Source: an optimization exercise on an open RTL-to-GDS flow (aim: small area and a short achievable clock period). Production flows keep margins and buffers that such runs may drop.
No functional check of the RTL was part of any run shown here.

`design/flow/config.mk`:
```
export PLATFORM = sky130hd
export DESIGN_NAME = bf16_mac_tree
export DESIGN_NICKNAME = bf16_mac_tree
export VERILOG_FILES = /design/flow/design.v
export SDC_FILE = /design/flow/constraint.sdc
export NUM_CORES = 4
export LEC_CHECK = 0
export CAP_MARGIN = 20
export CORE_MARGIN = 2
export CORE_UTILIZATION = 40
export SLEW_MARGIN = 20
```
`design/flow/constraint.sdc`:
```
create_clock -name core_clock -period 46.0 [get_ports {clk}]
set_input_delay 9.2000 -clock core_clock [delete_from_list [all_inputs] [get_ports {clk}]]
set_output_delay 9.2000 -clock core_clock [all_outputs]
set_load 0.01 [all_outputs]
```
`design/flow/design.v`:
```
module multiplier_bf16 (
    input  [15:0] A,
    input  [15:0] B,
    output [15:0] P
);
    wire [7:0] ea = A[14:7];
    wire [7:0] eb = B[14:7];
    wire       sign = A[15] ^ B[15];
    wire za = ~|ea;
    wire zb = ~|eb;
    wire ma = &ea;
    wire mb = &eb;
    wire na = ma & (|A[6:0]);
    wire nb = mb & (|B[6:0]);
    wire ia = ma & ~(|A[6:0]);
    wire ib = mb & ~(|B[6:0]);
    wire [6:0] a = A[6:0];
    wire [6:0] b = B[6:0];
    wire [15:0] mp;
    wire w1 = (a[0] & b[6]) ^ (a[1] & b[5]);
    wire w2 = (a[0] & b[6]) & (a[1] & b[5]);
    wire w3 = (a[1] & b[6]) ^ (a[2] & b[5]) ^ (a[3] & b[4]);
    wire w4 = ((a[1] & b[6]) & (a[2] & b[5])) | ((a[1] & b[6]) & (a[3] & b[4])) | ((a[2] & b[5]) & (a[3] & b[4]));
    wire w5 = (a[4] & b[3]) ^ (a[5] & b[2]);
    wire w6 = (a[4] & b[3]) & (a[5] & b[2]);
    wire w7 = (a[2] & b[6]) ^ (a[3] & b[5]) ^ (a[4] & b[4]);
    wire w8 = ((a[2] & b[6]) & (a[3] & b[5])) | ((a[2] & b[6]) & (a[4] & b[4])) | ((a[3] & b[5]) & (a[4] & b[4]));
    wire w9 = (a[5] & b[3]) ^ (a[6] & b[2]);
    wire w10 = (a[5] & b[3]) & (a[6] & b[2]);
    wire w11 = (a[3] & b[6]) ^ (a[4] & b[5]) ^ (a[5] & b[4]);
    wire w12 = ((a[3] & b[6]) & (a[4] & b[5])) | ((a[3] & b[6]) & (a[5] & b[4])) | ((a[4] & b[5]) & (a[5] & b[4]));
    wire w13 = (a[0] & b[4]) ^ (a[1] & b[3]);
    wire w14 = (a[0] & b[4]) & (a[1] & b[3]);
    wire w15 = (a[0] & b[5]) ^ (a[1] & b[4]) ^ (a[2] & b[3]);
    wire w16 = ((a[0] & b[5]) & (a[1] & b[4])) | ((a[0] & b[5]) & (a[2] & b[3])) | ((a[1] & b[4]) & (a[2] & b[3]));
    wire w17 = (a[3] & b[2]) ^ (a[4] & b[1]);
    wire w18 = (a[3] & b[2]) & (a[4] & b[1]);
    wire w19 = w1 ^ (a[2] & b[4]) ^ (a[3] & b[3]);
    wire w20 = (w1 & (a[2] & b[4])) | (w1 & (a[3] & b[3])) | ((a[2] & b[4]) & (a[3] & b[3]));
    wire w21 = (a[4] & b[2]) ^ (a[5] & b[1]) ^ (a[6] & b[0]);
    wire w22 = ((a[4] & b[2]) & (a[5] & b[1])) | ((a[4] & b[2]) & (a[6] & b[0])) | ((a[5] & b[1]) & (a[6] & b[0]));
    wire w23 = w3 ^ w5 ^ (a[6] & b[1]);
    wire w24 = (w3 & w5) | (w3 & (a[6] & b[1])) | (w5 & (a[6] & b[1]));
    wire w25 = a[0] ^ b[0] ^ w2;
    wire w26 = (a[0] & b[0]) | (a[0] & w2) | (b[0] & w2);
    wire w27 = w7 ^ w9 ^ a[1];
    wire w28 = (w7 & w9) | (w7 & a[1]) | (w9 & a[1]);
    wire w29 = b[1] ^ w4 ^ w6;
    wire w30 = (b[1] & w4) | (b[1] & w6) | (w4 & w6);
    wire w31 = w11 ^ (a[6] & b[3]) ^ a[2];
    wire w32 = (w11 & (a[6] & b[3])) | (w11 & a[2]) | ((a[6] & b[3]) & a[2]);
    wire w33 = b[2] ^ w8 ^ w10;
    wire w34 = (b[2] & w8) | (b[2] & w10) | (w8 & w10);
    wire w35 = (a[4] & b[6]) ^ (a[5] & b[5]) ^ (a[6] & b[4]);
    wire w36 = ((a[4] & b[6]) & (a[5] & b[5])) | ((a[4] & b[6]) & (a[6] & b[4])) | ((a[5] & b[5]) & (a[6] & b[4]));
    wire w37 = a[3] ^ b[3] ^ w12;
    wire w38 = (a[3] & b[3]) | (a[3] & w12) | (b[3] & w12);
    wire w39 = (a[5] & b[6]) ^ (a[6] & b[5]) ^ a[4];
    wire w40 = ((a[5] & b[6]) & (a[6] & b[5])) | ((a[5] & b[6]) & a[4]) | ((a[6] & b[5]) & a[4]);
    wire w41 = (a[0] & b[3]) ^ (a[1] & b[2]);
    wire w42 = (a[0] & b[3]) & (a[1] & b[2]);
    wire w43 = w13 ^ (a[2] & b[2]) ^ (a[3] & b[1]);
    wire w44 = (w13 & (a[2] & b[2])) | (w13 & (a[3] & b[1])) | ((a[2] & b[2]) & (a[3] & b[1]));
    wire w45 = w15 ^ w17 ^ (a[5] & b[0]);
    wire w46 = (w15 & w17) | (w15 & (a[5] & b[0])) | (w17 & (a[5] & b[0]));
    wire w47 = w19 ^ w21 ^ w16;
    wire w48 = (w19 & w21) | (w19 & w16) | (w21 & w16);
    wire w49 = w23 ^ w25 ^ w20;
    wire w50 = (w23 & w25) | (w23 & w20) | (w25 & w20);
    wire w51 = w27 ^ w29 ^ w24;
    wire w52 = (w27 & w29) | (w27 & w24) | (w29 & w24);
    wire w53 = w31 ^ w33 ^ w28;
    wire w54 = (w31 & w33) | (w31 & w28) | (w33 & w28);
    wire w55 = w35 ^ w37 ^ w32;
    wire w56 = (w35 & w37) | (w35 & w32) | (w37 & w32);
    wire w57 = w39 ^ b[4] ^ w36;
    wire w58 = (w39 & b[4]) | (w39 & w36) | (b[4] & w36);
    wire w59 = (a[6] & b[6]) ^ a[5] ^ b[5];
    wire w60 = ((a[6] & b[6]) & a[5]) | ((a[6] & b[6]) & b[5]) | (a[5] & b[5]);
    wire w61 = (a[0] & b[2]) ^ (a[1] & b[1]);
    wire w62 = (a[0] & b[2]) & (a[1] & b[1]);
    wire w63 = w41 ^ (a[2] & b[1]) ^ (a[3] & b[0]);
    wire w64 = (w41 & (a[2] & b[1])) | (w41 & (a[3] & b[0])) | ((a[2] & b[1]) & (a[3] & b[0]));
    wire w65 = w43 ^ (a[4] & b[0]) ^ w42;
    wire w66 = (w43 & (a[4] & b[0])) | (w43 & w42) | ((a[4] & b[0]) & w42);
    wire w67 = w45 ^ w14 ^ w44;
    wire w68 = (w45 & w14) | (w45 & w44) | (w14 & w44);
    wire w69 = w47 ^ w18 ^ w46;
    wire w70 = (w47 & w18) | (w47 & w46) | (w18 & w46);
    wire w71 = w49 ^ w22 ^ w48;
    wire w72 = (w49 & w22) | (w49 & w48) | (w22 & w48);
    wire w73 = w51 ^ w26 ^ w50;
    wire w74 = (w51 & w26) | (w51 & w50) | (w26 & w50);
    wire w75 = w53 ^ w30 ^ w52;
    wire w76 = (w53 & w30) | (w53 & w52) | (w30 & w52);
    wire w77 = w55 ^ w34 ^ w54;
    wire w78 = (w55 & w34) | (w55 & w54) | (w34 & w54);
    wire w79 = w57 ^ w38 ^ w56;
    wire w80 = (w57 & w38) | (w57 & w56) | (w38 & w56);
    wire w81 = w59 ^ w40 ^ w58;
    wire w82 = (w59 & w40) | (w59 & w58) | (w40 & w58);
    wire w83 = a[6] ^ b[6] ^ w60;
    wire w84 = (a[6] & b[6]) | (a[6] & w60) | (b[6] & w60);
    wire [16:0] rc;
    assign rc[0] = 1'b0;
    assign mp[0] = (a[0] & b[0]) ^ 1'b0 ^ rc[0];
    assign rc[1] = ((a[0] & b[0]) & 1'b0) | ((a[0] & b[0]) & rc[0]) | (1'b0 & rc[0]);
    assign mp[1] = (a[0] & b[1]) ^ (a[1] & b[0]) ^ rc[1];
    assign rc[2] = ((a[0] & b[1]) & (a[1] & b[0])) | ((a[0] & b[1]) & rc[1]) | ((a[1] & b[0]) & rc[1]);
    assign mp[2] = w61 ^ (a[2] & b[0]) ^ rc[2];
    assign rc[3] = (w61 & (a[2] & b[0])) | (w61 & rc[2]) | ((a[2] & b[0]) & rc[2]);
    assign mp[3] = w63 ^ w62 ^ rc[3];
    assign rc[4] = (w63 & w62) | (w63 & rc[3]) | (w62 & rc[3]);
    assign mp[4] = w65 ^ w64 ^ rc[4];
    assign rc[5] = (w65 & w64) | (w65 & rc[4]) | (w64 & rc[4]);
    assign mp[5] = w67 ^ w66 ^ rc[5];
    assign rc[6] = (w67 & w66) | (w67 & rc[5]) | (w66 & rc[5]);
    assign mp[6] = w69 ^ w68 ^ rc[6];
    assign rc[7] = (w69 & w68) | (w69 & rc[6]) | (w68 & rc[6]);
    assign mp[7] = w71 ^ w70 ^ rc[7];
    assign rc[8] = (w71 & w70) | (w71 & rc[7]) | (w70 & rc[7]);
    assign mp[8] = w73 ^ w72 ^ rc[8];
    assign rc[9] = (w73 & w72) | (w73 & rc[8]) | (w72 & rc[8]);
    assign mp[9] = w75 ^ w74 ^ rc[9];
    assign rc[10] = (w75 & w74) | (w75 & rc[9]) | (w74 & rc[9]);
    assign mp[10] = w77 ^ w76 ^ rc[10];
    assign rc[11] = (w77 & w76) | (w77 & rc[10]) | (w76 & rc[10]);
    assign mp[11] = w79 ^ w78 ^ rc[11];
    assign rc[12] = (w79 & w78) | (w79 & rc[11]) | (w78 & rc[11]);
    assign mp[12] = w81 ^ w80 ^ rc[12];
    assign rc[13] = (w81 & w80) | (w81 & rc[12]) | (w80 & rc[12]);
    assign mp[13] = w83 ^ w82 ^ rc[13];
    assign rc[14] = (w83 & w82) | (w83 & rc[13]) | (w82 & rc[13]);
    assign mp[14] = 1'b1 ^ w84 ^ rc[14];
    assign rc[15] = (1'b1 & w84) | (1'b1 & rc[14]) | (w84 & rc[14]);
    assign mp[15] = 1'b0 ^ 1'b0 ^ rc[15];
    assign rc[16] = (1'b0 & 1'b0) | (1'b0 & rc[15]) | (1'b0 & rc[15]);
    wire       nrm = mp[15];
    wire [6:0] m   = nrm ? mp[14:8] : mp[13:7];
    wire [8:0] t;
    wire [8:0] tc;
    genvar i;
    assign tc[0] = nrm;
    generate
        for (i = 0; i < 8; i = i + 1) begin : ex
            assign t[i]    = ea[i] ^ eb[i] ^ tc[i];
            assign tc[i+1] = (ea[i] & eb[i]) | (ea[i] & tc[i]) | (eb[i] & tc[i]);
        end
    endgenerate
    assign t[8] = tc[8];
    wire       uf = ~t[8] & ~t[7];                         
    wire       of = t[8] & (t[7] | (&t[6:1]));            
    wire [7:0] e  = t[7:0] - 8'd127;
    assign P = (na | nb | (ia & zb) | (ib & za)) ? 16'h7F81 :
               (ia | ib)                        ? {sign, 8'hFF, 7'b0} :
               (za | zb | uf)                   ? {sign, 15'b0} :
               of                               ? {sign, 8'hFF, 7'b0} :
                                                  {sign, e, m};
endmodule
module adder_bf16 (
    input  [15:0] A,
    input  [15:0] B,
    output [15:0] S
);
    wire       sa = A[15];
    wire       sb = B[15];
    wire [7:0] ea = A[14:7];
    wire [7:0] eb = B[14:7];
    wire ma  = &ea;
    wire mb  = &eb;
    wire nfa = |A[6:0];
    wire nfb = |B[6:0];
    wire na  = ma & nfa;
    wire nb  = mb & nfb;
    wire ia  = ma & ~nfa;
    wire ib  = mb & ~nfb;
    wire nan_out = na | nb | (ia & ib & (sa ^ sb));
    wire inf_out = ia | ib;
    wire sinf    = ia ? sa : sb;
    wire [15:0] gc;
    assign gc[0] = 1'b1;
    genvar i;
    generate
        for (i = 0; i < 15; i = i + 1) begin : cmp
            assign gc[i+1] = (A[i] & ~B[i]) | (A[i] & gc[i]) | (~B[i] & gc[i]);
        end
    endgenerate
    wire agb = gc[15];
    wire [14:0] big  = agb ? A[14:0] : B[14:0];
    wire [14:0] sml  = agb ? B[14:0] : A[14:0];
    wire        sbig = agb ? sa : sb;
    wire [7:0]  eg   = big[14:7];
    wire [7:0]  es   = sml[14:7];
    wire [7:0] d;
    wire [8:0] dc;
    assign dc[0] = 1'b1;
    generate
        for (i = 0; i < 8; i = i + 1) begin : ds
            assign d[i]    = eg[i] ^ ~es[i] ^ dc[i];
            assign dc[i+1] = (eg[i] & ~es[i]) | (eg[i] & dc[i]) | (~es[i] & dc[i]);
        end
    endgenerate
    wire [9:0] xs = {|es, sml[6:0], 2'b00};
    wire [9:0] xb = {|eg, big[6:0], 2'b00};
    wire [9:0] ys = (|d[7:4]) ? 10'd0 : (xs >> d[3:0]);
    wire       op = sa ^ sb;
    wire [9:0] yo = ys ^ {10{op}};
    wire [10:0] sc;
    wire [10:0] sum;
    assign sc[0] = op;
    generate
        for (i = 0; i < 10; i = i + 1) begin : ad
            assign sum[i]  = xb[i] ^ yo[i] ^ sc[i];
            assign sc[i+1] = (xb[i] & yo[i]) | (xb[i] & sc[i]) | (yo[i] & sc[i]);
        end
    endgenerate
    assign sum[10] = sc[10] & ~op;
    wire        z8 = ~|sum[10:3];
    wire [10:0] v1 = z8 ? {sum[2:0], 8'b0} : sum;
    wire        z4 = ~|v1[10:7];
    wire [10:0] v2 = z4 ? {v1[6:0], 4'b0} : v1;
    wire        z2 = ~|v2[10:9];
    wire [10:0] v3 = z2 ? {v2[8:0], 2'b0} : v2;
    wire        z1 = ~v3[10];
    wire [10:0] v4 = z1 ? {v3[9:0], 1'b0} : v3;
    wire [3:0]  lz = {z8, z4, z2, z1};
    wire [8:0] u = 9'd1 - {5'b0, lz};
    wire [8:0] ex;
    wire [9:0] xc;
    assign xc[0] = 1'b0;
    generate
        for (i = 0; i < 9; i = i + 1) begin : xa
            wire g = (i < 8) ? eg[i] : 1'b0;
            assign ex[i]   = g ^ u[i] ^ xc[i];
            assign xc[i+1] = (g & u[i]) | (g & xc[i]) | (u[i] & xc[i]);
        end
    endgenerate
    wire zero = ~|sum;
    wire uf   = ex[8] | ~|ex[7:0];
    wire of   = &ex[7:0];
    assign S = nan_out ? 16'h7F81 :
               inf_out ? {sinf, 8'hFF, 7'b0} :
               zero    ? {sa & sb, 15'b0} :
               uf      ? {sbig, 15'b0} :
               of      ? {sbig, 8'hFF, 7'b0} :
                         {sbig, ex[7:0], v4[9:3]};
endmodule
module bf16_mac_tree (
    input clk,
    input reset,
    input [15:0] in0, in1, in2, in3,
    input [15:0] in4, in5, in6, in7,
    input [15:0] in8, in9, in10, in11,
    input [15:0] in12, in13, in14, in15,
    output reg [15:0] out
);
    wire [15:0] prod[0:7];
    wire [15:0] sum[0:3];
    reg  [15:0] sum_reg[0:3];
    wire [15:0] s4, s5, final_sum;
    multiplier_bf16 m0 (.A(in0),  .B(in1),  .P(prod[0]));
    multiplier_bf16 m1 (.A(in2),  .B(in3),  .P(prod[1]));
    multiplier_bf16 m2 (.A(in4),  .B(in5),  .P(prod[2]));
    multiplier_bf16 m3 (.A(in6),  .B(in7),  .P(prod[3]));
    multiplier_bf16 m4 (.A(in8),  .B(in9),  .P(prod[4]));
    multiplier_bf16 m5 (.A(in10), .B(in11), .P(prod[5]));
    multiplier_bf16 m6 (.A(in12), .B(in13), .P(prod[6]));
    multiplier_bf16 m7 (.A(in14), .B(in15), .P(prod[7]));
    adder_bf16 a0 (.A(prod[0]), .B(prod[1]), .S(sum[0]));
    adder_bf16 a1 (.A(prod[2]), .B(prod[3]), .S(sum[1]));
    adder_bf16 a2 (.A(prod[4]), .B(prod[5]), .S(sum[2]));
    adder_bf16 a3 (.A(prod[6]), .B(prod[7]), .S(sum[3]));
    reg live;
    always @(posedge clk) begin
        sum_reg[0] <= sum[0];
        sum_reg[1] <= sum[1];
        sum_reg[2] <= sum[2];
        sum_reg[3] <= sum[3];
    end
    always @(posedge clk or posedge reset) begin
        if (reset) live <= 1'b0;
        else       live <= 1'b1;
    end
    adder_bf16 a4 (.A(sum_reg[0]), .B(sum_reg[1]), .S(s4));
    adder_bf16 a5 (.A(sum_reg[2]), .B(sum_reg[3]), .S(s5));
    adder_bf16 a6 (.A(s4), .B(s5), .S(final_sum));
    always @(posedge clk or posedge reset) begin
        if (reset)
            out <= 16'b0;
        else
            out <= live ? final_sum : 16'b0;
    end
endmodule
```
`design/flow/flow/run.sh`:
```
#!/bin/bash
# Own layout flow: the standard flow, with an area-oriented ABC mapping and
# full-adder extraction only (no half adders) in the otherwise standard synthesis.
set -euo pipefail
W=$(pwd)
F=$W/flow
cat > $W/my_synth.tcl <<EOT
proc abc {args} {
  set i [lsearch -exact \$args -script]
  if {\$i >= 0} { set args [lreplace \$args [expr {\$i+1}] [expr {\$i+1}] $F/area.abc] }
  yosys abc {*}\$args
}
proc extract_fa {args} { yosys extract_fa -fa }
source $W/synth_recipe.tcl
EOT
bash standard.sh SYNTH_SCRIPT=$W/my_synth.tcl synth > $W/synth.log 2>&1
bash standard.sh > $W/layout.log 2>&1
```
`design/flow/flow/area.abc`:
```
strash
dch
map -a
```
`design/flow/standard.sh`:
```
#!/bin/bash
# synth_recipe.tcl (not shown) runs the flow's synth.tcl, then flattens the netlist and writes it again
# the make line also repeats each setting of config.mk as NAME=value (left out here)
make -C /OpenROAD-flow-scripts/flow DESIGN_CONFIG=/design/flow/config.mk WORK_HOME=/design/flow/orfs CLKGATE_MAP_FILE= SYNTH_SCRIPT=/design/flow/synth_recipe.tcl "${@:-finish}"
```
==> results of run 1 <==
-- final timing paths --
| path | end | slack (ps) | depth (start not counted) |
|---|---|---|---|
| setup / recovery | sum_reg[2][0] | 10830 | 101 |
| hold / removal | out[15] | 600 | 2 |
| setup reg to reg | out[0] | 16110 | 150 |
| hold reg to reg | out[15] | 600 | 2 |
| max in group asynchronous | out[10] | 36550 | 2 |
| min in group asynchronous | out[6] | 9150 | 2 |
-- cells by family (layout without fill, tap and decap cells) --
group                      count (synthesis)  in the layout  share of synthesized area, %
and+or+nand+nor                         2416           2416                          30.2
xor gates and xnor gates                 124            124                          3.28
AOI/OAI and AO/OA                        921            921                          15.7
adders and majority gates                535            535                          31.5
other                                      1              1                        0.0113
muxes                                     16             16                         0.484
buffers and inverters                   1207           1506                          13.7
DFF                                       81             81                          5.16
-- synthesized netlist by cell type, types with 2 or more instances --
cell / count / share of area (%)
sky130_fd_sc_hd__a22oi_1: 27 / 0.61
sky130_fd_sc_hd__xor2_1: 96 / 2.5
sky130_fd_sc_hd__nor3_1: 93 / 1.4
sky130_fd_sc_hd__xnor2_1: 28 / 0.74
sky130_fd_sc_hd__nand3_1: 147 / 2.2
sky130_fd_sc_hd__fa_1: 505 / 31
sky130_fd_sc_hd__o21a_1: 13 / 0.29
sky130_fd_sc_hd__o211ai_1: 28 / 0.64
sky130_fd_sc_hd__o21bai_1: 7 / 0.16
sky130_fd_sc_hd__dfrtp_1: 17 / 1.3
sky130_fd_sc_hd__a22o_2: 6 / 0.18
sky130_fd_sc_hd__o311ai_0: 3 / 0.079
sky130_fd_sc_hd__o21ai_0: 402 / 6.1
sky130_fd_sc_hd__a221oi_1: 6 / 0.16
sky130_fd_sc_hd__or2_2: 13 / 0.25
sky130_fd_sc_hd__o2111ai_1: 10 / 0.26
sky130_fd_sc_hd__a21oi_1: 277 / 4.2
sky130_fd_sc_hd__nand4_1: 108 / 2.0
sky130_fd_sc_hd__dfxtp_1: 64 / 3.9
sky130_fd_sc_hd__mux2i_1: 16 / 0.48
sky130_fd_sc_hd__nor4_1: 112 / 2.1
sky130_fd_sc_hd__a2111oi_0: 3 / 0.079
sky130_fd_sc_hd__nor4b_1: 2 / 0.053
sky130_fd_sc_hd__maj3_1: 30 / 0.91
sky130_fd_sc_hd__o221ai_1: 12 / 0.32
sky130_fd_sc_hd__clkinv_1: 1207 / 14
sky130_fd_sc_hd__a31oi_1: 36 / 0.68
sky130_fd_sc_hd__nand2_1: 993 / 11
sky130_fd_sc_hd__and2_2: 5 / 0.11
sky130_fd_sc_hd__a21boi_0: 5 / 0.11
sky130_fd_sc_hd__nor2_1: 937 / 11
sky130_fd_sc_hd__or3_2: 3 / 0.068
sky130_fd_sc_hd__a211oi_1: 19 / 0.43
sky130_fd_sc_hd__a311oi_1: 5 / 0.13
sky130_fd_sc_hd__o31ai_1: 11 / 0.25
sky130_fd_sc_hd__o22ai_1: 42 / 0.79
sky130_fd_sc_hd__o41ai_1: 4 / 0.11
-- through the flow --
stage	hold slack (ps)	setup slack (ps)
global route	621	8580
floorplan	521	12010
global placement	588	10840
CTS	601	10840
finish	599	10830
detailed placement	590	10490
-- routing by layer --
layer	wire, um	GRT usage, %	vias up
li1	-	-	17400
met1	44800	31.0	15800
met2	43900	36.9	661
met3	3450	1.48	86
met4	1340	4.04	0
met5	0	0	-
-- layout make-up --
type,instances,area (sq um)
clock buffer,9,225
inverter,1207,4530
sequential,81,1710
tap,1070,1340
fill,8838,44400
timing repair buffer,283,2810
multi-input combinational,4013,26900
clock inverter,7,109
-- worst max-delay path, delay by kind of cell --
family / cells / cell delay (ps)
AOI/OAI and AO/OA: 22 / 5560
and+or+nand+nor: 26 / 4070
adders and majority gates: 37 / 13830
buffers and inverters: 16 / 2790
==> qor.txt, run 1 <==
number of antenna violations at the first check in global routing: 0
Final Setup Violations: 0
final core utilization: 45.9%
Required @ worst endpoint: 46,270 ps
first-pass detailed-route iteration total: 5
arrival time of the worst setup path: 35,440 ps
synthesized flop and latch total: 81
average cell area after synthesis: 6.24 sq um
layout cells sized above 1: 1.13%
maximum operating frequency: 28.4 MHz
number of top-level pins: 274
CTS tree: done
maximum cell stage delay along the critical path: 720 ps
Antenna Diode Count: 0
tightest slew margin relative to the limit: 33.6%
post-route cell area: 37,600 sq um
post-route non-filler standard cell count: 6,670
drt first-iter violations: 1,819
width of the chip: 292 um
final critical-path required period: 35,170 ps
unrepaired setup endpoints after global routing: false
sequential area share after synthesis: 5.16%
Clock Tree Buf Depth: 2
H-Tree Depth: 3
nature of the critical path startpoint: input pin
Routed WL: 93,500 um
synthesized netlist net count: 6,064
worst-margin pin slew: 986 ps
number of failing hold endpoints at the final stage: 0
post-synth cell types: 46
maximum number of pins on one net before global-route repair: 53
maximum fanout along the worst path: 45
number of cells after detailed placement: 6,654
clk latency of the worst-skew pair: 350 ps
netlist area before placement: 33,100 sq um
hold path startpoint: live
Worst Skew: 8.21 ps
routed via count: 34,000
leading cell type in the layout, fill and taps excluded: sky130_fd_sc_hd__clkinv_1
Root Driver: sky130_fd_sc_hd__clkbuf_16
origin of the critical flop-to-flop path: sum_reg[1][2]
launching instance or port of the critical path: in9[3]
Vias/cell: 5.09
category of the critical setup timing path: in -> reg
status: timing/DRC/antenna clean
Net count, final: 6,358
EDFF count, synth: 0
row count: 105
crit-path most repeated cell: sky130_fd_sc_hd__fa_1
post-detailed-route DRC marker count: 0
Tot GR Track Use: 21.9%
wire length of the first global-routing pass: 158,000 um
share of the cycle needed by the critical path after routing: 76.5%
post-placement cell area: 37,300 sq um
number of hold buffers added after cts: 0
final number of max-transition violations: 0
most frequently used flop master after synthesis: sky130_fd_sc_hd__dfxtp_1
commonest cells after routing, fill and taps aside: sky130_fd_sc_hd__clkinv_1, sky130_fd_sc_hd__nand2_1, sky130_fd_sc_hd__nor2_1
DIE AREA: 85,100 sq um
number of instances resized during post-cts repair: 0
critical-path cell with the highest stage delay: sky130_fd_sc_hd__clkdlybuf4s50_1
Clock Pin Slew Worst Setup and Hold Paths: 70 ps
worst hold path class: reg -> reg
Floorplan Core Area: 82,000 sq um
initial cell density of the core: 40.4%
final weighted congestion in routability-driven placement: 0.942
ys async rst share: 21.0%
Area growth syn-to-layout: 13.6%
cells after synthesis: 5,301
crit path capture type: flip-flop
total number of clock tree sinks: 81
synthesis warning total: 3
vias in the first global route: 32,700
count of buffers from port buffering: 273
max FFs per register: 64
setup bufs post-CTS: 0
antenna-violating nets left: 0
total negative setup slack: 0 ps
average wire per standard cell: 14.0 um
die extent in y: 292 um
half-perimeter wire length of the detailed placement result: 82,800 um
max-cap check violation count: 0
Remaining Overflow, GRT: 0
total CTS buffers: 9
==> inputs of run 2 (changes only) <==
==> design/flow/flow/run.sh (replaced) <==
#!/bin/bash
# Own layout flow: the standard flow, with an area-oriented ABC mapping and no
# full- or half-adder extraction in the otherwise standard synthesis.
set -euo pipefail
W=$(pwd)
F=$W/flow
cat > $W/my_synth.tcl <<EOT
proc abc {args} {
  set i [lsearch -exact \$args -script]
  if {\$i >= 0} { set args [lreplace \$args [expr {\$i+1}] [expr {\$i+1}] $F/area.abc] }
  yosys abc {*}\$args
}
proc extract_fa {args} { }
source $W/synth_recipe.tcl
EOT
bash standard.sh SYNTH_SCRIPT=$W/my_synth.tcl synth > $W/synth.log 2>&1
bash standard.sh > $W/layout.log 2>&1
==> run 2 against run 1 <==
Still clean. Worst setup slack gained 5900 ps. Clock skew shrank 3.9 ps. First-iteration DRC count grew 57%. Via count grew 34%. Critical path type unchanged. Critical endpoint is now sum_reg[1][5].
==> qor.txt, run 2 <==
Tot GR Track Use: 23.3%
Root Driver: sky130_fd_sc_hd__clkbuf_16
post-route non-filler standard cell count: 9,095
total CTS buffers: 9
Net count, final: 8,162
width of the chip: 307 um
critical-path cell with the highest stage delay: sky130_fd_sc_hd__o21ai_0
worst-margin pin slew: 1090 ps
post-synth cell types: 48
worst hold path class: reg -> reg
wire length of the first global-routing pass: 190,000 um
Antenna Diode Count: 0
number of fill cells: 10,200
number of failing hold endpoints at the final stage: 0
setup bufs post-CTS: 0
commonest cells after routing, fill and taps aside: sky130_fd_sc_hd__nand2_1, sky130_fd_sc_hd__nor2_1, sky130_fd_sc_hd__clkinv_1
post-detailed-route DRC marker count: 0
antenna-violating nets left: 0
layout cells sized above 1: 2.77%
area of combinational cells with multiple inputs: 29,800 sq um
vias in the first global route: 40,700
die extent in y: 307 um
most frequently used flop master after synthesis: sky130_fd_sc_hd__dfxtp_1
number of instances resized during post-cts repair: 0
Bufs and invs on worst path: 22
status: timing/DRC/antenna clean
Yosys top cell area share: 17.8%
sequential area share after synthesis: 4.64%
unrepaired setup endpoints after global routing: false
Routed WL: 113,000 um
Floorplan Core Area: 91,400 sq um
EDFF count, synth: 0
ys async rst share: 21.0%
number of hold buffers added after cts: 0
max FFs per register: 64
final critical-path required period: 29,300 ps
Clock Pin Slew Worst Setup and Hold Paths: 60 ps
DIE AREA: 94,400 sq um
Vias/cell: 5.02
Worst Skew: 4.26 ps
synthesized flop and latch total: 81
final weighted congestion in routability-driven placement: 0.975
family with the most delay on the worst path: simple AND/OR/NAND/NOR gates
Remaining Overflow, GRT: 0
setup slack of the critical path after layout: 16,700 ps
maximum fanout along the worst path: 44
maximum cell stage delay along the critical path: 710 ps
H-Tree Depth: 3
Final Setup Violations: 0
category of the critical setup timing path: in -> reg
Required @ worst endpoint: 46,200 ps
cell with the most instances after synthesis: sky130_fd_sc_hd__nor2_1
average wire per standard cell: 12.4 um
main area contributors after synthesis: sky130_fd_sc_hd__nor2_1, sky130_fd_sc_hd__nand2_1, sky130_fd_sc_hd__clkinv_1
row count: 111
synthesized netlist net count: 7,870
CTS tree: done
crit path capture type: flip-flop
number of cells after detailed placement: 9,079
initial cell density of the core: 40.2%
clk latency of the worst-skew pair: 360 ps
tightest slew margin relative to the limit: 27.3%
drt first-iter violations: 2,855
nature of the critical path startpoint: input pin
maximum operating frequency: 34.1 MHz
Place WS: 16,580 ps
number of top-level pins: 274
max-cap check violation count: 0
maximum number of pins on one net before global-route repair: 49
number of antenna violations at the first check in global routing: 0
routed via count: 45,600
half-perimeter wire length of the detailed placement result: 98,000 um
synthesis warning total: 3
netlist area before placement: 36,800 sq um
worst hold margin: 657 ps
cells after synthesis: 7,612
count of buffers from port buffering: 273
first-pass detailed-route iteration total: 6
total negative setup slack: 0 ps
average cell area after synthesis: 4.83 sq um
total number of clock tree sinks: 81
final number of max-transition violations: 0
Area growth syn-to-layout: 12.6%
FF+latch area: 1710 sq um
crit-path most repeated cell: sky130_fd_sc_hd__nand2_1
share of the cycle needed by the critical path after routing: 63.7%
synth cell count leaders: sky130_fd_sc_hd__nor2_1, sky130_fd_sc_hd__nand2_1, sky130_fd_sc_hd__clkinv_1, sky130_fd_sc_hd__o21ai_0, sky130_fd_sc_hd__a21oi_1
Clock Tree Buf Depth: 2
largest area contributor in the netlist: sky130_fd_sc_hd__nor2_1
arrival time of the worst setup path: 29,500 ps
==> run 2: changes by cell type after synthesis, sizes merged, moves of 18 or more <==
| cell | previous run | this run |
|---|---|---|
| a21oi | 277 | 532 |
| and2 | 5 | 50 |
| clkinv | 1207 | 1408 |
| fa | 505 | 0 |
| nand2 | 993 | 1742 |
| nand3 | 147 | 129 |
| nor2 | 937 | 1743 |
| nor3 | 93 | 114 |
| o21ai | 402 | 586 |
| o21bai | 7 | 35 |
| or2 | 13 | 119 |
| xnor2 | 28 | 228 |
| xor2 | 96 | 311 |
==> run 2: metrics by stage <==
| step | util (%) | cell area [sq um] |
|---|---|---|
| floorplan | - | 36800 |
| global placement | 44.9 | 41100 |
| detailed placement | 44.9 | 41100 |
| CTS | 45.3 | 41400 |
| global route | 45.3 | 41400 |
| finish | 45.3 | 41400 |
==> run 2: routing by layer <==
layer / up-vias / track usage [%] / wire, um
met5: - / 0 / 0
met4: 0 / 3.98 / 1540
met3: 101 / 1.31 / 4420
met2: 953 / 41.0 / 51500
met1: 19700 / 31.8 / 55000
li1: 24900 / - / -
==> run 2: final timing paths <==
kind / from / endpoint / slack [ps] / cells past startpoint
worst max register to register: sum_reg[1][1] / out[5] / 21640 / 143
max in group asynchronous: reset / live / 36560 / 2
worst min-delay path: live / out[10] / 660 / 2
worst min register to register: live / out[10] / 660 / 2
worst max-delay path: in6[2] / sum_reg[1][5] / 16700 / 133
min in group asynchronous: reset / out[6] / 9140 / 2
==> run 2: kinds of logic after synthesis <==
| kind of cell | Yosys count | synth area share, % |
|---|---|---|
| simple gates | 4127 | 45.9 |
| other cells | 1 | 0.0102 |
| fa+ha+maj | 22 | 0.599 |
| compound gates | 1423 | 21.3 |
| buf+inv | 1408 | 14.4 |
| mux | 11 | 0.303 |
| flops | 81 | 4.64 |
| xor+xnor | 539 | 12.8 |
==> run 2: layout make-up <==
class	count	share of cell area, %
repair buffers	281	6.75
clock inverters	7	0.209
inverters	1408	12.8
flip-flops and latches	81	4.12
clock buffers	9	0.544
multi-input cells	6123	72.0
well taps	1186	3.58
==> run 2: worst min-delay path: stages, from the launching register on <==
cell and delay [ps]:
sky130_fd_sc_hd__dfrtp_1 360, sky130_fd_sc_hd__clkinv_1 190, sky130_fd_sc_hd__a21oi_1 60
==> inputs of run 3 (changes only) <==
--- a/design/flow/design.v
+++ b/design/flow/design.v
@@ -252,12 +252,12 @@
     input [15:0] in4, in5, in6, in7,
     input [15:0] in8, in9, in10, in11,
     input [15:0] in12, in13, in14, in15,
-    output reg [15:0] out
+    output [15:0] out
 );
-    wire [15:0] prod[0:7];
-    wire [15:0] sum[0:3];
-    reg  [15:0] sum_reg[0:3];
-    wire [15:0] s4, s5, final_sum;
+    wire [15:0] prod [0:7];
+    reg  [15:0] prod_r [0:7];
+    wire [15:0] sum [0:5];
+    reg  [15:0] s4_r, s5_r;
     multiplier_bf16 m0 (.A(in0),  .B(in1),  .P(prod[0]));
     multiplier_bf16 m1 (.A(in2),  .B(in3),  .P(prod[1]));
     multiplier_bf16 m2 (.A(in4),  .B(in5),  .P(prod[2]));
@@ -266,28 +266,31 @@
     multiplier_bf16 m5 (.A(in10), .B(in11), .P(prod[5]));
     multiplier_bf16 m6 (.A(in12), .B(in13), .P(prod[6]));
     multiplier_bf16 m7 (.A(in14), .B(in15), .P(prod[7]));
-    adder_bf16 a0 (.A(prod[0]), .B(prod[1]), .S(sum[0]));
-    adder_bf16 a1 (.A(prod[2]), .B(prod[3]), .S(sum[1]));
-    adder_bf16 a2 (.A(prod[4]), .B(prod[5]), .S(sum[2]));
-    adder_bf16 a3 (.A(prod[6]), .B(prod[7]), .S(sum[3]));
     reg live;
     always @(posedge clk) begin
-        sum_reg[0] <= sum[0];
-        sum_reg[1] <= sum[1];
-        sum_reg[2] <= sum[2];
-        sum_reg[3] <= sum[3];
+        prod_r[0] <= prod[0]; prod_r[1] <= prod[1];
+        prod_r[2] <= prod[2]; prod_r[3] <= prod[3];
+        prod_r[4] <= prod[4]; prod_r[5] <= prod[5];
+        prod_r[6] <= prod[6]; prod_r[7] <= prod[7];
     end
     always @(posedge clk or posedge reset) begin
         if (reset) live <= 1'b0;
         else       live <= 1'b1;
     end
-    adder_bf16 a4 (.A(sum_reg[0]), .B(sum_reg[1]), .S(s4));
-    adder_bf16 a5 (.A(sum_reg[2]), .B(sum_reg[3]), .S(s5));
-    adder_bf16 a6 (.A(s4), .B(s5), .S(final_sum));
+    adder_bf16 a0 (.A(prod_r[0]), .B(prod_r[1]), .S(sum[0]));
+    adder_bf16 a1 (.A(prod_r[2]), .B(prod_r[3]), .S(sum[1]));
+    adder_bf16 a2 (.A(prod_r[4]), .B(prod_r[5]), .S(sum[2]));
+    adder_bf16 a3 (.A(prod_r[6]), .B(prod_r[7]), .S(sum[3]));
+    adder_bf16 a4 (.A(sum[0]), .B(sum[1]), .S(sum[4]));
+    adder_bf16 a5 (.A(sum[2]), .B(sum[3]), .S(sum[5]));
     always @(posedge clk or posedge reset) begin
-        if (reset)
-            out <= 16'b0;
-        else
-            out <= live ? final_sum : 16'b0;
+        if (reset) begin
+            s4_r <= 16'b0;
+            s5_r <= 16'b0;
+        end else begin
+            s4_r <= live ? sum[4] : 16'b0;
+            s5_r <= live ? sum[5] : 16'b0;
+        end
     end
+    adder_bf16 a6 (.A(s4_r), .B(s5_r), .S(out));
 endmodule
==> run 3 against run 2 <==
Register-to-register slack better by 310 ps. Design area up 4.5%. Largest cell class unchanged. Synthesized cell count down 0.34%. Worst setup slack better by 5300 ps. Still clean on timing, DRC and antenna. Wire length up 1.2%. Non-clock buffer count up 11. Sequential share of layout area up 3.7 points. First-iteration DRC count down 10%.
==> qor.txt, run 3 <==
status: timing/DRC/antenna clean
dominant combinational cell family by area after synthesis: simple AND/OR/NAND/NOR gates
wire length of the first global-routing pass: 192,000 um
routed length on met2: 53,600 um
average wire per standard cell: 12.4 um
netlist area before placement: 38,200 sq um
worst hold margin: 804 ps
half-perimeter wire length of the detailed placement result: 99,000 um
number of cells after detailed placement: 9,143
CTS tree: done
post-detailed-route DRC marker count: 0
leading cell type in the layout, fill and taps excluded: sky130_fd_sc_hd__nor2_1
area of combinational cells with multiple inputs: 29,400 sq um
maximum number of pins on one net before global-route repair: 52
total CTS buffers: 17
Worst Skew: 16.2 ps
post-placement cell area: 42,700 sq um
Yosys top cell area share: 16.6%
worst hold path class: reg -> reg
Clock Tree Buf Depth: 2
max-cap check violation count: 0
unrepaired setup endpoints after global routing: false
number of failing hold endpoints at the final stage: 0
count of buffers from port buffering: 273
Vias/cell: 4.99
Remaining Overflow, GRT: 0
die extent in y: 313 um
Final Setup Violations: 0
setup slack of the critical path after layout: 21,950 ps
worst-margin pin slew: 923 ps
H-Tree Depth: 4
top layer in use: met4
parity-gate share of the synthesized area counting xor and xnor cells: 13.3%
vias in the first global route: 41,400
origin of the critical flop-to-flop path: prod_r[7][1]
max FFs per register: 128
final core utilization: 45.7%
maximum operating frequency: 41.6 MHz
synthesized flop and latch total: 161
synth cell count leaders: sky130_fd_sc_hd__nor2_1, sky130_fd_sc_hd__nand2_1, sky130_fd_sc_hd__clkinv_1, sky130_fd_sc_hd__a21oi_1, sky130_fd_sc_hd__o21ai_0
main area contributors after synthesis: sky130_fd_sc_hd__nor2_1, sky130_fd_sc_hd__nand2_1, sky130_fd_sc_hd__clkinv_1
cell with the most instances after synthesis: sky130_fd_sc_hd__nor2_1
maximum cell stage delay along the critical path: 630 ps
ys async rst share: 20.5%
total routed wire length on the met1 layer: 54,300 um
family with the most delay on the worst path: compound AO/OA/AOI/OAI gates
number of fill cells: 10,700
post-route cell area: 43,300 sq um
Clock Pin Slew Worst Setup and Hold Paths: 70 ps
average cell area after synthesis: 5.03 sq um
share of cell area taken by muxes after synthesis: 0.341%
share of the cycle needed by the critical path after routing: 52.3%
hold path startpoint: live
area fraction in compound gates after synthesis: 21.1%
crit path capture type: flip-flop
DIE AREA: 97,900 sq um
Root Driver: sky130_fd_sc_hd__clkbuf_16
synthesis warning total: 3
first-pass detailed-route iteration total: 5
antenna-violating nets left: 0
sequential area share after synthesis: 8.88%
setup bufs post-CTS: 0
maximum fanout along the worst path: 45
cells after synthesis: 7,586
final number of max-transition violations: 0
Area growth syn-to-layout: 13.3%
Floorplan Core Area: 94,700 sq um
Tot GR Track Use: 22.9%
number of instances resized during post-cts repair: 0
FF+latch area: 3390 sq um
category of the critical setup timing path: reg -> reg
post-synth cell types: 47
post-route non-filler standard cell count: 9,176
number of hold buffers added after cts: 0
routed length on met3: 3960 um
critical-path cell with the highest stage delay: sky130_fd_sc_hd__a32oi_1
width of the chip: 313 um
Place WS: 21,830 ps
nature of the critical path startpoint: flip-flop
Bufs and invs on worst path: 23
row count: 113
number of antenna violations at the first check in global routing: 1
routed via count: 45,800
Required @ worst endpoint: 46,370 ps
drt first-iter violations: 2,558
final weighted congestion in routability-driven placement: 0.960
most frequently used flop master after synthesis: sky130_fd_sc_hd__dfxtp_1
largest area contributor in the netlist: sky130_fd_sc_hd__nor2_1
total negative setup slack: 0 ps
launching instance or port of the critical path: prod_r[7][1]
Routed WL: 114,000 um
number of top-level pins: 274
commonest cells after routing, fill and taps aside: sky130_fd_sc_hd__nor2_1, sky130_fd_sc_hd__nand2_1, sky130_fd_sc_hd__clkinv_1
initial cell density of the core: 40.3%
Net count, final: 8,155
adder and majority cell fraction of the synthesized area: 0.708%
arrival time of the worst setup path: 24,430 ps
post-synthesis share of cell area spent on and, or, nand and nor gates: 41.4%
synthesized netlist net count: 7,844
crit-path most repeated cell: sky130_fd_sc_hd__nand2_1
tightest slew margin relative to the limit: 37.9%
final critical-path required period: 24,050 ps
register-to-register setup slack: 21,950 ps
EDFF count, synth: 0
layout cells sized above 1: 2.50%
total number of clock tree sinks: 161
clk latency of the worst-skew pair: 490 ps
-- run 3: cell types whose count changed after synthesis, moves of 29 or more --
cell                       before   now
sky130_fd_sc_hd__dfxtp_1       64   128
sky130_fd_sc_hd__clkinv_1    1408  1454
sky130_fd_sc_hd__nand2_1     1742  1625
sky130_fd_sc_hd__o21ai_0      586   537
sky130_fd_sc_hd__or2_2        119    84
sky130_fd_sc_hd__a21oi_1      532   631
sky130_fd_sc_hd__nor2_1      1743  1689
sky130_fd_sc_hd__o211ai_1      45    16
-- run 3: path summary, 6_finish.rpt --
kind	to	depth (start not counted)
max reg2reg	s5_r[2]	139
min in group asynchronous	s4_r[3]	2
min reg2reg	s5_r[0]	2
max	s5_r[2]	139
max in group asynchronous	s5_r[14]	2
min	s5_r[0]	2
-- run 3: worst register-to-register path, delay by kind of cell (launching register included) --
kind / cells / cell delay (ps)
AO/OA/AOI/OAI: 54 / 10690
buffers and inverters: 23 / 3910
XOR/XNOR: 5 / 910
flip-flops: 1 / 350
AND/OR/NAND/NOR: 53 / 6990
adder cells (fa/ha/maj): 4 / 1040
-- run 3: cell type report --
cell class	instances	area share, %
clock buffer	17	0.983
sequential	161	7.83
antenna	1	0.00578
timing repair buffer	292	6.65
clock inverter	15	0.399
inverter	1454	12.6
tap	1265	3.66
multi-input combinational	5971	67.9
-- run 3: cells by family (layout without fill, tap and decap cells) --
group / Yosys count / in the layout
xor gates and xnor gates: 578 / 578
muxes: 13 / 13
other: 1 / 2
AOI/OAI and AO/OA: 1462 / 1462
buffers and inverters: 1454 / 1778
adders and majority gates: 27 / 27
and+or+nand+nor: 3890 / 3890
DFF: 161 / 161
-- run 3: layer usage --
layer / vias up / track usage [%]
met5: - / 0
met4: 0 / 5.47
met3: 114 / 1.69
met2: 902 / 40.9
met1: 19900 / 29.8
li1: 24800 / -
==> inputs of run 4 (changes only) <==
==> design/flow/flow/run.sh (replaced) <==
#!/bin/bash
# Own layout flow: the standard flow with three changes.
#  - Synthesis keeps the module hierarchy until the final flatten (SYNTH_HIERARCHICAL=1),
#    maps with an area-oriented ABC script (flow/area.abc), and extracts full-adder
#    cells only inside multiplier_bf16 (no half adders, no adder cells elsewhere).
#  - Port buffers are sky130_fd_sc_hd__buf_1.
# Each step's full output goes to its own log in this folder.
set -euo pipefail
W=$(pwd)
F=$W/flow
cat > $W/my_synth.tcl <<EOT
proc abc {args} {
  set i [lsearch -exact \$args -script]
  if {\$i >= 0} { set args [lreplace \$args [expr {\$i+1}] [expr {\$i+1}] $F/area.abc] }
  yosys abc {*}\$args
}
proc extract_fa {args} { yosys extract_fa -fa multiplier_bf16 }
source $W/synth_recipe.tcl
EOT
bash standard.sh SYNTH_SCRIPT=$W/my_synth.tcl SYNTH_HIERARCHICAL=1 synth > $W/synth.log 2>&1
bash standard.sh "BUFFER_PORTS_ARGS=-buffer_cell sky130_fd_sc_hd__buf_1" > $W/layout.log 2>&1
==> run 4 against run 3 <==
Sequential share of layout area up 0.85 points. Cell count down 20%. Core utilization down 1.6 points. Register-to-register slack better by 990 ps. First-iteration DRC count down 16%. Die area down 6.2%. Clock skew down 6.0 ps. Count of clock-buffer cells in the layout up 4. Wire length down 14%. Area after synthesis down 6.3%. Critical endpoint is now s4_r[3].
==> qor.txt, run 4 <==
status: timing/DRC/antenna clean
Final Setup Violations: 0
cells after synthesis: 5,876
Vias/cell: 5.03
Clock Tree Buf Depth: 2
Area growth syn-to-layout: 9.14%
width of the chip: 303 um
instance count along the most critical hold path: 2
Clock Pin Slew Worst Setup and Hold Paths: 70 ps
row count: 109
GR Util met2: 36.3%
sequential area share after synthesis: 9.47%
origin of the critical flop-to-flop path: prod_r[3][2]
number of instances resized during post-cts repair: 0
average cell area after synthesis: 6.09 sq um
commonest cells after routing, fill and taps aside: sky130_fd_sc_hd__clkinv_1, sky130_fd_sc_hd__nand2_1, sky130_fd_sc_hd__nor2_1
critical-path cell with the highest stage delay: sky130_fd_sc_hd__nor4_1
maximum number of pins on one net before global-route repair: 60
nature of the critical path startpoint: flip-flop
Worst Skew: 10.2 ps
EDFF count, synth: 0
Required @ worst endpoint: 46,390 ps
CTS tree: done
register-to-register setup slack: 22,940 ps
cell with the most instances after synthesis: sky130_fd_sc_hd__clkinv_1
Min-Delay Endpoint: s5_r[12]
share of the cycle needed by the critical path after routing: 50.1%
most heavily used metal layer in global routing: met2
vias in the first global route: 34,500
final critical-path required period: 23,060 ps
Net count, final: 6,838
number of antenna violations at the first check in global routing: 4
post-detailed-route DRC marker count: 0
max-cap check violation count: 0
setup bufs post-CTS: 0
launching instance or port of the critical path: prod_r[3][2]
number of cells after detailed placement: 7,326
synthesized flop and latch total: 161
synthesis warning total: 9
maximum fanout along the worst path: 59
setup slack of the critical path after layout: 22,940 ps
Floorplan Core Area: 88,500 sq um
number of cells on the worst reg-to-reg path: 148
count of buffers from port buffering: 273
routed via count: 37,100
Routed WL: 97,500 um
met3 demand-to-capacity share in global routing: 1.96%
H-Tree Depth: 4
final number of max-transition violations: 0
worst-margin pin slew: 1100 ps
die extent in y: 303 um
maximum operating frequency: 43.4 MHz
synth cell count leaders: sky130_fd_sc_hd__clkinv_1, sky130_fd_sc_hd__nand2_1, sky130_fd_sc_hd__nor2_1, sky130_fd_sc_hd__o21ai_0, sky130_fd_sc_hd__fa_1
clk latency of the worst-skew pair: 480 ps
layout cells sized above 1: 1.91%
drt first-iter violations: 2,144
tightest slew margin relative to the limit: 26.2%
met1 usage in global routing: 29.3%
Yosys top cell area share: 22.4%
final weighted congestion in routability-driven placement: 0.939
leading cell type in the layout, fill and taps excluded: sky130_fd_sc_hd__clkinv_1
netlist area before placement: 35,800 sq um
DIE AREA: 91,800 sq um
Tot GR Track Use: 21.3%
number of top-level pins: 274
category of the critical setup timing path: reg -> reg
average wire per standard cell: 13.2 um
post-route non-filler standard cell count: 7,362
end of the worst register-to-register path: s4_r[3]
Place WS: 23,250 ps
hold path startpoint: live
Root Driver: sky130_fd_sc_hd__clkbuf_16
number of hold buffers added after cts: 0
synthesized netlist net count: 6,534
unrepaired setup endpoints after global routing: false
number of failing hold endpoints at the final stage: 0
max FFs per register: 128
total negative setup slack: 0 ps
total number of clock tree sinks: 161
main area contributors after synthesis: sky130_fd_sc_hd__fa_1, sky130_fd_sc_hd__clkinv_1, sky130_fd_sc_hd__nand2_1
post-synth cell types: 36
initial cell density of the core: 40.4%
crit path capture type: flip-flop
maximum cell stage delay along the critical path: 800 ps
Remaining Overflow, GRT: 0
antenna-violating nets left: 0
largest area contributor in the netlist: sky130_fd_sc_hd__fa_1
total CTS buffers: 17
half-perimeter wire length of the detailed placement result: 84,700 um
ys async rst share: 20.5%
crit-path most repeated cell: sky130_fd_sc_hd__nand2_1
most frequently used flop master after synthesis: sky130_fd_sc_hd__dfxtp_1
first-pass detailed-route iteration total: 25
worst hold path class: reg -> reg
wire length of the first global-routing pass: 164,000 um
arrival time of the worst setup path: 23,450 ps
-- run 4: changes by cell type in the layout (fill, tap and decap cells not counted), moves of 208 or more --
cell,previous run,this run
sky130_fd_sc_hd__fa_1,0,400
sky130_fd_sc_hd__buf_1,0,273
sky130_fd_sc_hd__nor2_1,1687,1157
sky130_fd_sc_hd__clkdlybuf4s50_1,273,0
sky130_fd_sc_hd__clkinv_1,1453,1245
sky130_fd_sc_hd__a21oi_1,629,170
sky130_fd_sc_hd__nand2_1,1625,1188
-- run 4: worst max-delay path by stage --
stage | to | depth (start not counted)
2_1_floorplan | s5_r[12] | 144
3_3_place_gp | s4_r[14] | 150
3_5_place_dp | s4_r[3] | 148
4_1_cts | s4_r[3] | 148
5_1_grt | s4_r[12] | 150
6_report | s4_r[3] | 148
-- run 4: worst max-delay path: cells and delay by family, from the launching register on --
kind	cells	cell delay, ps
and+or+nand+nor	78	10360
AOI/OAI and AO/OA	43	8270
buffers and inverters	21	2390
muxes	2	820
xor gates and xnor gates	4	770
DFF	1	310
-- run 4: Yosys stat by module (local to each module, per instance) --
module	cell area [sq um]	times used
multiplier_bf16	2010	8
bf16_mac_tree	3640	1
adder_bf16	2290	7
-- run 4: layer usage --
metal | routed length (um) | up-vias
met5 | 0 | -
met4 | 1430 | 0
met3 | 3800 | 88
met2 | 46300 | 746
met1 | 45900 | 16900
li1 | - | 19400
-- run 4: logic make-up (layout without fill, tap and decap cells) --
group           after synthesis  count (layout)  share of synthesized area [%]
flops                       161             161                           9.47
other cells                   1               5                         0.0105
buf+inv                    1245            1562                           13.1
fa+ha+maj                   407             407                           22.6
simple gates               2838            2838                           32.7
mux                          21              21                          0.612
xor+xnor                    245             245                           6.00
compound gates              958             958                           15.5
-- run 4: stage by stage --
step	hold slack (ps)	instance area [sq um]	utilization, %
floorplan	775	35800	-
global placement	943	38400	43.4
detailed placement	952	38400	43.4
CTS	966	39000	44.1
global route	1040	39000	44.1
finish	964	39000	44.1
-- run 4: final cells by class --
type / count / area, sq um
Antenna cell: 4 / 10.0
Clock buffer: 21 / 503
Clock inverter: 11 / 136
Fill cell: 9556 / 49500
Inverter: 1245 / 4670
Multi-Input combinational cell: 4470 / 27800
Sequential cell: 161 / 3390
Tap cell: 1165 / 1460
Timing Repair Buffer: 285 / 1110
==> inputs of run 5 (changes only) <==
--- a/design/flow/design.v
+++ b/design/flow/design.v
@@ -177,32 +177,36 @@
     wire nan_out = na | nb | (ia & ib & (sa ^ sb));
     wire inf_out = ia | ib;
     wire sinf    = ia ? sa : sb;
-    wire [15:0] gc;
-    assign gc[0] = 1'b1;
+    wire [7:0] t;
+    wire [8:0] tc;
+    assign tc[0] = 1'b0;
     genvar i;
     generate
-        for (i = 0; i < 15; i = i + 1) begin : cmp
-            assign gc[i+1] = (A[i] & ~B[i]) | (A[i] & gc[i]) | (~B[i] & gc[i]);
-        end
-    endgenerate
-    wire agb = gc[15];
-    wire [14:0] big  = agb ? A[14:0] : B[14:0];
-    wire [14:0] sml  = agb ? B[14:0] : A[14:0];
-    wire        sbig = agb ? sa : sb;
-    wire [7:0]  eg   = big[14:7];
-    wire [7:0]  es   = sml[14:7];
-    wire [7:0] d;
-    wire [8:0] dc;
-    assign dc[0] = 1'b1;
-    generate
-        for (i = 0; i < 8; i = i + 1) begin : ds
-            assign d[i]    = eg[i] ^ ~es[i] ^ dc[i];
-            assign dc[i+1] = (eg[i] & ~es[i]) | (eg[i] & dc[i]) | (~es[i] & dc[i]);
-        end
-    endgenerate
-    wire [9:0] xs = {|es, sml[6:0], 2'b00};
-    wire [9:0] xb = {|eg, big[6:0], 2'b00};
-    wire [9:0] ys = (|d[7:4]) ? 10'd0 : (xs >> d[3:0]);
+        for (i = 0; i < 8; i = i + 1) begin : td
+            assign t[i]    = ea[i] ^ ~eb[i] ^ tc[i];
+            assign tc[i+1] = (ea[i] & ~eb[i]) | (ea[i] & tc[i]) | (~eb[i] & tc[i]);
+        end
+    endgenerate
+    wire ce = tc[8];
+    wire ee = &t;                       
+    wire [7:0] fc;
+    assign fc[0] = 1'b1;
+    generate
+        for (i = 0; i < 7; i = i + 1) begin : fcmp
+            assign fc[i+1] = (A[i] & ~B[i]) | (A[i] & fc[i]) | (~B[i] & fc[i]);
+        end
+    endgenerate
+    wire agb = ce | (ee & fc[7]);       
+    wire [6:0] fbig = agb ? A[6:0] : B[6:0];
+    wire [6:0] fsml = agb ? B[6:0] : A[6:0];
+    wire       hsml = agb ? |eb : |ea;
+    wire       sbig = agb ? sa : sb;
+    wire [7:0] eg   = ce ? ea : eb;
+    wire [9:0] xb = {|eg, fbig, 2'b00};
+    wire [9:0] xs = {hsml, fsml, 2'b00};
+    wire [9:0] xp = ce ? {1'b0, xs[9:1]} : xs;
+    wire [7:0] sh = t ^ {8{~ce}};
+    wire [9:0] ys = (|sh[7:4]) ? 10'd0 : (xp >> sh[3:0]);
     wire       op = sa ^ sb;
     wire [9:0] yo = ys ^ {10{op}};
     wire [10:0] sc;
==> run 5 against run 4 <==
Maximum frequency rose by 3.9%. Worst setup slack improved by 860 ps. Highest routed layer is now met5. Sequential share of layout area barely moved. Critical endpoint is now s5_r[4]. Non-clock buffer count down 10. Critical path depth is 21 lower. First-iteration DRC count shrank 6.3%.
==> qor.txt, run 5 <==
status: timing/DRC/antenna clean
crit path capture type: flip-flop
number of instances resized during post-cts repair: 0
Net count, final: 6,765
netlist area before placement: 35,800 sq um
Routed WL: 95,000 um
final weighted congestion in routability-driven placement: 0.907
crit-path most repeated cell: sky130_fd_sc_hd__nand2_1
maximum operating frequency: 45.1 MHz
critical-path cell with the highest stage delay: sky130_fd_sc_hd__nand2_1
commonest cells after routing, fill and taps aside: sky130_fd_sc_hd__clkinv_1, sky130_fd_sc_hd__nand2_1, sky130_fd_sc_hd__nor2_1
post-route non-filler standard cell count: 7,288
maximum fanout along the worst path: 27
number of hold buffers added after cts: 0
FF+latch area: 3390 sq um
Root Driver: sky130_fd_sc_hd__clkbuf_16
Vias/cell: 5.05
unrepaired setup endpoints after global routing: false
synthesized flop and latch total: 161
Yosys top cell area share: 22.3%
number of fill cells: 9,572
synthesized netlist net count: 6,471
antenna-violating nets left: 0
clk latency of the worst-skew pair: 490 ps
Clock Pin Slew Worst Setup and Hold Paths: 70 ps
post-synth cell types: 33
Final Setup Violations: 0
area of combinational cells with multiple inputs: 27,700 sq um
vias in the first global route: 34,800
layout cells sized above 1: 1.39%
nature of the critical path startpoint: flip-flop
row count: 109
setup bufs post-CTS: 0
Clock Tree Buf Depth: 2
final critical-path required period: 22,200 ps
number of cells after detailed placement: 7,253
number of top-level pins: 274
final number of max-transition violations: 0
cell with the most instances after synthesis: sky130_fd_sc_hd__clkinv_1
Bufs and invs on worst path: 20
H-Tree Depth: 4
ys async rst share: 20.5%
Remaining Overflow, GRT: 0
maximum cell stage delay along the critical path: 780 ps
initial cell density of the core: 40.4%
share of the cycle needed by the critical path after routing: 48.3%
cells after synthesis: 5,813
most frequently used flop master after synthesis: sky130_fd_sc_hd__dfxtp_1
category of the critical setup timing path: reg -> reg
Required @ worst endpoint: 46,390 ps
worst hold margin: 901 ps
Area growth syn-to-layout: 8.70%
worst-margin pin slew: 927 ps
drt first-iter violations: 2,010
half-perimeter wire length of the detailed placement result: 82,500 um
tightest slew margin relative to the limit: 37.8%
main area contributors after synthesis: sky130_fd_sc_hd__fa_1, sky130_fd_sc_hd__clkinv_1, sky130_fd_sc_hd__nand2_1
sequential area share after synthesis: 9.45%
Floorplan Core Area: 88,600 sq um
Worst Skew: 15.9 ps
total CTS buffers: 17
EDFF count, synth: 0
die extent in y: 303 um
largest area contributor in the netlist: sky130_fd_sc_hd__fa_1
arrival time of the worst setup path: 22,590 ps
post-detailed-route DRC marker count: 0
width of the chip: 303 um
CTS tree: done
family with the most delay on the worst path: simple AND/OR/NAND/NOR gates
max-cap check violation count: 0
number of failing hold endpoints at the final stage: 0
routed via count: 36,800
worst hold path class: reg -> reg
wire length of the first global-routing pass: 162,000 um
average cell area after synthesis: 6.16 sq um
synthesis warning total: 9
Tot GR Track Use: 21.0%
leading cell type in the layout, fill and taps excluded: sky130_fd_sc_hd__clkinv_1
total number of clock tree sinks: 161
total negative setup slack: 0 ps
maximum number of pins on one net before global-route repair: 34
average wire per standard cell: 13.0 um
first-pass detailed-route iteration total: 6
count of buffers from port buffering: 273
synth cell count leaders: sky130_fd_sc_hd__clkinv_1, sky130_fd_sc_hd__nand2_1, sky130_fd_sc_hd__nor2_1, sky130_fd_sc_hd__o21ai_0, sky130_fd_sc_hd__fa_1
DIE AREA: 92,000 sq um
number of antenna violations at the first check in global routing: 5
max FFs per register: 128
## run 5: cell types whose count changed in the layout (fill, tap and decap cells not counted), moves of 28 or more
cell | previous run | this run
sky130_fd_sc_hd__nand2_1 | 1188 | 1160
sky130_fd_sc_hd__nor4_1 | 127 | 162
sky130_fd_sc_hd__nor2_1 | 1157 | 961
sky130_fd_sc_hd__a21oi_1 | 170 | 233
sky130_fd_sc_hd__a211oi_1 | 30 | 79
sky130_fd_sc_hd__xor2_1 | 156 | 212
sky130_fd_sc_hd__clkinv_1 | 1245 | 1273
sky130_fd_sc_hd__nand3_1 | 102 | 151
## run 5: stage by stage
stage          util (%)  area, sq um  setup WS [ps]
2_1_floorplan         -        35800          27420
3_3_place_gp       43.2        38300          24500
3_5_place_dp       43.2        38300          24110
4_1_cts            43.9        38900          24030
5_1_grt            43.9        39000          20340
6_report           43.9        39000          23800
## run 5: cell type report
| type | count | share of cell area [%] |
|---|---|---|
| Multi-Input combinational cell | 4379 | 71.0 |
| Inverter | 1273 | 12.3 |
| Sequential cell | 161 | 8.70 |
| Tap cell | 1165 | 3.74 |
| Timing Repair Buffer | 275 | 2.67 |
| Clock buffer | 17 | 1.09 |
| Clock inverter | 15 | 0.482 |
| Antenna cell | 3 | 0.0193 |
## run 5: per-module statistics from Yosys, one instance, submodules excluded
module	cells inside	copies in the design
multiplier_bf16	279	8
adder_bf16	479	7
bf16_mac_tree	228	1
## run 5: kinds of logic (layout without fill, tap and decap cells)
kind of cell | Yosys count | after routing | synth area share, %
xor gates and xnor gates | 301 | 301 | 7.36
muxes | 21 | 21 | 0.587
DFF | 161 | 161 | 9.45
AOI/OAI and AO/OA | 979 | 979 | 15.6
buffers and inverters | 1273 | 1580 | 13.3
other | 1 | 4 | 0.0105
adders and majority gates | 400 | 400 | 22.3
and+or+nand+nor | 2677 | 2677 | 31.3
## run 5: tightest hold or removal path: cells and delay by family (launching register included)
family	cells	cell delay (ps)
buffers and inverters	1	420
DFF	1	360
and+or+nand+nor	1	80
## run 5: final timing paths
kind                              startpoint       end  slack (ps)  depth (start not counted)
max in group asynchronous              reset   s5_r[7]       36960                          3
worst max register to register  prod_r[4][7]   s5_r[4]       23800                        127
worst min register to register          live  s5_r[12]         900                          2
worst min-delay path                    live  s5_r[12]         900                          2
worst max-delay path            prod_r[4][7]   s5_r[4]       23800                        127
min in group asynchronous              reset   s4_r[1]        8760                          3
## run 5: per-layer routing
layer  track usage (%)  vias up  routed length (um)  share of wire [%]
met5                 0        -                  24              0.025
met4              4.97        4                1480                1.6
met3              1.61       92                3420                3.6
met2              35.9      751               43900                 46
met1              28.7    16700               46200                 49
li1                  -    19200                   -                  -

separate check: timing with driven ports:
Ports are ideal in the flow. The routed layouts listed here were re-timed in OpenROAD.
Step 1 assumes that a clkbuf_16 drives the clock port and a buf_2 every other input.
Step 2, shift: input delay + t, output delay - t, t = (earliest + latest rising clock arrival at the registers) / 2. This alone moves slack from input paths to output paths.
Slacks: ideal ports / drivers / drivers and shift; pairs: ideal ports / drivers.
run | t (ns) | setup WS [ns] | worst data-port slew with drivers (ns)
run 1 | 0.404 | 10.832 / 10.858 / 10.454 | 0.07
run 2 | 0.405 | 16.696 / 16.717 / 16.312 | 0.07
run 3 | 0.547 | 21.947 / 21.947 / 21.947 | 0.07
run 4 | 0.546 | 22.938 / 22.938 / 22.938 | 0.09
run 5 | 0.548 | 23.803 / 23.803 / 23.803 | 0.10
After both steps setup and hold are still met in every run listed. The setup slack of run 2, which loses most, moves by +0.021 ns with the drivers and by -0.384 ns with both steps.
